From an optimization exercise on the open Yosys and OpenROAD flow, aimed at small area; shortcuts taken in it are not production practice. Function was checked by simulation only, so behaviour that the tests miss may differ from the original. Power figures rest on the tool's default switching activity, not on a simulated workload.

**flow/config.mk**
```make
export PLATFORM = sky130hd
export DESIGN_NAME = fir16_top
export DESIGN_NICKNAME = fir16_top
export VERILOG_FILES = /design/flow/design.v
export SDC_FILE = /design/flow/constraint.sdc
export NUM_CORES = 4
export LEC_CHECK = 0
export CAP_MARGIN = 20
export CORE_MARGIN = 2
export CORE_UTILIZATION = 40
export SLEW_MARGIN = 20
```
**flow/constraint.sdc**
```tcl
create_clock -name core_clock -period 8.0 [get_ports {clk}]
set_input_delay 1.6000 -clock core_clock [delete_from_list [all_inputs] [get_ports {clk}]]
set_output_delay 1.6000 -clock core_clock [all_outputs]
set_load 0.01 [all_outputs]
```
**flow/design.v**
```verilog
module fir16_top (clk, reset, sample_in, y_out);
    input clk;
    input reset;
    input  signed [15:0] sample_in;
    output signed [35:0] y_out;
    reg [16*17-1:0] taps;
    reg signed [28:0] y;
    wire signed [15:0] t1 = taps[16*1 +: 16];
    wire signed [15:0] t2 = taps[16*2 +: 16];
    wire signed [15:0] t3 = taps[16*3 +: 16];
    wire signed [15:0] t4 = taps[16*4 +: 16];
    wire signed [15:0] t5 = taps[16*5 +: 16];
    wire signed [15:0] t6 = taps[16*6 +: 16];
    wire signed [15:0] t7 = taps[16*7 +: 16];
    wire signed [15:0] t8 = taps[16*8 +: 16];
    wire signed [15:0] t9 = taps[16*9 +: 16];
    wire signed [15:0] t10 = taps[16*10 +: 16];
    wire signed [15:0] t11 = taps[16*11 +: 16];
    wire signed [15:0] t12 = taps[16*12 +: 16];
    wire signed [15:0] t13 = taps[16*13 +: 16];
    wire signed [15:0] t14 = taps[16*14 +: 16];
    wire signed [15:0] t15 = taps[16*15 +: 16];
    wire signed [15:0] t16 = taps[16*16 +: 16];
    wire signed [16:0] a0 = t1 + t16;
    wire signed [16:0] a1 = t2 + t15;
    wire signed [16:0] a2 = t3 + t14;
    wire signed [16:0] a3 = t4 + t13;
    wire signed [16:0] a4 = t5 + t12;
    wire signed [16:0] a5 = t6 + t11;
    wire signed [16:0] a6 = t7 + t10;
    wire signed [16:0] a7 = t8 + t9;
    wire signed [28:0] sum = -84*a0 - 53*a1 + 120*a2 + 240*a3 + 350*a4
                            + 420*a5 + 450*a6 + 460*a7;
    always @(posedge clk) begin
        if (reset) begin
            taps <= 0;
            y <= 0;
        end else begin
            taps <= {taps[16*16-1:0], sample_in};
            y <= sum;
        end
    end
    assign y_out = {{7{y[28]}}, y};
endmodule
```
**flow/run.sh**
```bash
#!/bin/bash
# synth_recipe.tcl (not shown) runs the flow's synth.tcl, then flattens the netlist and writes it again
# the make line also repeats each setting of config.mk as NAME=value (left out here)
make -C /OpenROAD-flow-scripts/flow DESIGN_CONFIG=/design/flow/config.mk WORK_HOME=/design/flow/orfs CLKGATE_MAP_FILE= SYNTH_SCRIPT=/design/flow/synth_recipe.tcl finish
```
==> flow_metrics.py <==
metrics = {
    "cells_and_area": {
        "final_nets": 6216,
        "antenna_cells": 0,
        "final_common_cell": "buf_4",
        "syn2layout_area_growth_pct": 33.24,
        "drive_above_1_share_pct": 27.18,
        "fin_area_um2": 50100,
        "final_cell_mix": "buf_4, inv_1, ha_1, fa_1, dfxtp_1",
        "num-fill-cells": 8500,
        "postLayoutCoreUtil_pct": 53.76,
    },
    "sta": {
        "rsz0062_at_grt": "true",
        "max_freq_ghz": 0.09672,
        "hold_viol_final": 0,
        "min_period_ps": 10340,
        "setup_viol": 22,
        "whs_ps": 437.1,
        "slew_viol_final": 0,
        "tightest_slew_ps": 1410,
        "skew_ps": 38.86,
        "slew_headroom_pct": 6.006,
        "timing.final.ws_setup_ps": -2339,
        "min_period_over_period_pct": 129.2,
    },
    "grt": {
        "grt_pass1_vias": 31890,
        "antenna_found_initial": 1,
        "grt_remaining_overflow": 0,
        "grt_pass1_wl_um": 167000,
        "grt_use_total_pct": 21.73,
        "grt_max_degree": 186,
    },
    "min_path": {
        "hold_path_class": "reg -> reg",
    },
    "power_and_ir_drop": {
        "p_per_area_nw_per_um2": 272.7,
        "p_leak_nw": 26.71,
        "p_switching_mw": 5.605,
        "peakVddDrop_uv": 639.5,
        "pwr-share-comb_pct": 74.1,
        "pwr-share-seq_pct": 12.2,
        "sw_frac_of_total_pct": 41.02,
        "p_int_mw": 8.059,
        "p_clk_share_pct": 13.8,
    },
    "setup_path": {
        "critPathBufInv": 8,
        "cp_top_family": "adder cells",
        "path_common_cell": "fa_1",
        "critPathKind": "reg -> reg",
        "crit_required_ps": 8430,
        "cp_slowest_cell": "fa_1",
        "critPathCaptureType": "flip-flop",
        "cp_slowest_stage_delay_ps": 570,
        "critPathLaunchType": "flip-flop",
        "crit_arrival_ps": 10770,
        "worstPathMaxFanout": 4,
    },
    "cts": {
        "cts.path.max_buffers": 3,
        "cts_hold_buf": 0,
        "insertion_delay_ps": 600,
        "h-tree-depth": 2,
        "cts_tree": "built",
        "cts_root_buffer": "clkbuf_16",
        "cts_sinks": 301,
        "path_clk_slew_ps": 60,
        "cts_buffers": 41,
    },
    "synthesis": {
        "synthArstFlopShare_pct": 0,
        "avgSynthCellArea_um2": 9.306,
        "yosys_warnings": 1,
        "yosysSeqAreaShare_pct": 16.02,
        "syn-num-nets": 5129,
        "synth_seq_cells": 301,
        "synth-main-ff-cell": "dfxtp_1",
        "synth_area_um2": 37600,
        "yosysUniqueCellTypes": 97,
        "synth_cells": 4041,
        "synth_edf_count": 0,
    },
    "floorplan": {
        "die_y_um": 310.6,
        "die_w_um": 310.6,
        "rows": 112,
        "io_pins": 54,
        "core_um2": 93190,
        "initial_core_util_pct": 40.35,
        "die_area_um2": 96480,
    },
    "routing": {
        "firstDrtPassIters": 7,
        "wirelength_um": 103700,
        "drtAntennaViolNets": 0,
        "vias_per_cell": 4.720,
        "detail_route.iter0.violations": 1114,
        "vias": 30270,
        "drc": 0,
        "avgRoutedWirePerCell_um": 16.17,
    },
    "place": {
        "gp_congestion": 0.9108,
        "numPortBuffers": 53,
        "dp_hpwl_um": 89060,
        "place_area_um2": 47520,
    },
    "run_status": {
        "outcome": "complete, but fails checks",
        "violations": "setup timing",
    },
    "job": {
        "cap_violations": 0,
    },
}
routing by layer:
layer / routed length, µm / up-vias / track usage, % / share of wire, %
met5: 13 / - / 0 / 0.013
met4: 2836 / 2 / 5.803 / 2.7
met3: 3021 / 137 / 2.019 / 2.9
met2: 49910 / 394 / 37.73 / 48
met1: 47900 / 14610 / 28.88 / 46
li1: - / 15130 / - / -
cell usage after synthesis, drive strengths merged (7+ instances only):
master / n / share of area, %
dfxtp: 301 / 16
nand3: 53 / 0.71
xor2: 103 / 2.4
and2: 15 / 0.25
a21oi: 162 / 2.2
a21o: 62 / 1.2
and3: 16 / 0.27
or2: 9 / 0.15
nand2: 115 / 1.2
o31ai: 13 / 0.27
ha: 616 / 20
nand2b: 40 / 0.67
o31a: 7 / 0.16
fa: 454 / 24
o21a: 44 / 0.88
nand4: 7 / 0.12
or3: 26 / 0.46
nor2: 182 / 1.8
o311ai: 9 / 0.26
a211oi: 23 / 0.51
buf: 10 / 0.18
clkbuf: 41 / 0.41
a31oi: 23 / 0.50
o211ai: 14 / 0.29
o21ai: 115 / 1.6
nor2b: 295 / 4.9
xnor2: 189 / 4.5
nor3: 52 / 0.72
inv: 889 / 8.9
o21bai: 25 / 0.50
a211o: 9 / 0.21
mux2i: 12 / 0.32
mux2: 7 / 0.22
a21boi: 10 / 0.22
final cells by class:
class                           instances  area [µm²]  area share [%]
Timing Repair Buffer                 1095        8468           16.90
Inverter                              890        3351           6.688
Tap cell                             1254        1569           3.132
Multi-Input combinational cell       2799       29320           58.53
Clock buffer                           50        1111           2.218
Sequential cell                       301        6032           12.04
Clock inverter                         24       249.0          0.4970
cells by family (layout without fill, tap and decap cells):
family | count (synthesis) | count (layout) | synth area share (%)
flip-flops | 301 | 301 | 16.02
AND/OR/NAND/NOR | 834 | 834 | 11.73
multiplexers | 19 | 19 | 0.5390
adder cells (fa/ha/maj) | 1070 | 1070 | 44.66
AO/OA/AOI/OAI | 582 | 582 | 10.56
XOR/XNOR | 294 | 294 | 6.984
buffers and inverters | 941 | 2059 | 9.499
metrics by stage:
stage | cells | TNS, ps | worst slack (ps) | power [mW]
after floorplan | 4041 | -24910 | -1701 | 6.571
after global placement | 6308 | -40990 | -2451 | 9.846
after detailed placement | 6308 | -42520 | -2481 | 9.893
after CTS | 6397 | -38880 | -2297 | 12.73
after global routing | 6413 | -44370 | -2634 | 14.67
final | 6413 | -37510 | -2339 | 13.66
power groups by stage:
stage	sequential [mW]	combinational [mW]	clock (mW)
after floorplan	1.69	4.88	0
after global placement	1.70	8.15	0
after detailed placement	1.69	8.20	0
after CTS	1.66	9.13	1.94
after global routing	1.67	11.0	1.99
final	1.66	10.1	1.88
timing repair:
action / CTS / global route
setup buffers: 15 / 20
setup endpoints to repair: 23 / 23
resized for setup: 103 / 125
pin swaps: 101 / 119
worst reg2reg max path: cells and delay by family (launching register included):
family | cells | cell delay, ps
AO/OA/AOI/OAI | 11 | 1890
XOR/XNOR | 3 | 500
adder cells (fa/ha/maj) | 14 | 5910
buffers and inverters | 8 | 690
flip-flops | 1 | 340
AND/OR/NAND/NOR | 4 | 820
sequential cells by signal, summed over array words and instances, names as in the netlist:
signal	cells
taps	272
y	29
final timing paths:
kind | from | to | slack (ps) | depth (start not counted)
setup / recovery | taps[192] | y[28] | -2340 | 40
hold / removal | taps[14] | taps[30] | 440 | 1
setup reg to reg | taps[192] | y[28] | -2340 | 40
hold reg to reg | taps[14] | taps[30] | 440 | 1

afterwards: timing with drivers on the ports:
In the flow no input, the clock included, has a driving cell. The finished layout below was timed again as built, in two steps. Step 1 (the two cells are an assumption about what drives the block):
set clk [get_ports {clk}]
set_driving_cell -lib_cell sky130_fd_sc_hd__clkbuf_16 $clk
set_driving_cell -lib_cell sky130_fd_sc_hd__buf_2 [delete_from_list [all_inputs] $clk]
Step 2 times the ports against the registers' clock, not the clock port: input delays grow and output delays shrink by t, the midpoint of the rising clock arrivals with the driver on. Slacks: ideal / step 1 / step 2; pairs: ideal / step 1.
t, ns: 0.643
slack for setup (ns): -2.339 / -2.339 / -2.339
latest minus earliest clock arrival (ns): 0.040 / 0.041
pins driven straight from the clock port: 1
The setup slack of this run moves by 0.000 ns with the drivers and by 0.000 ns with both steps.
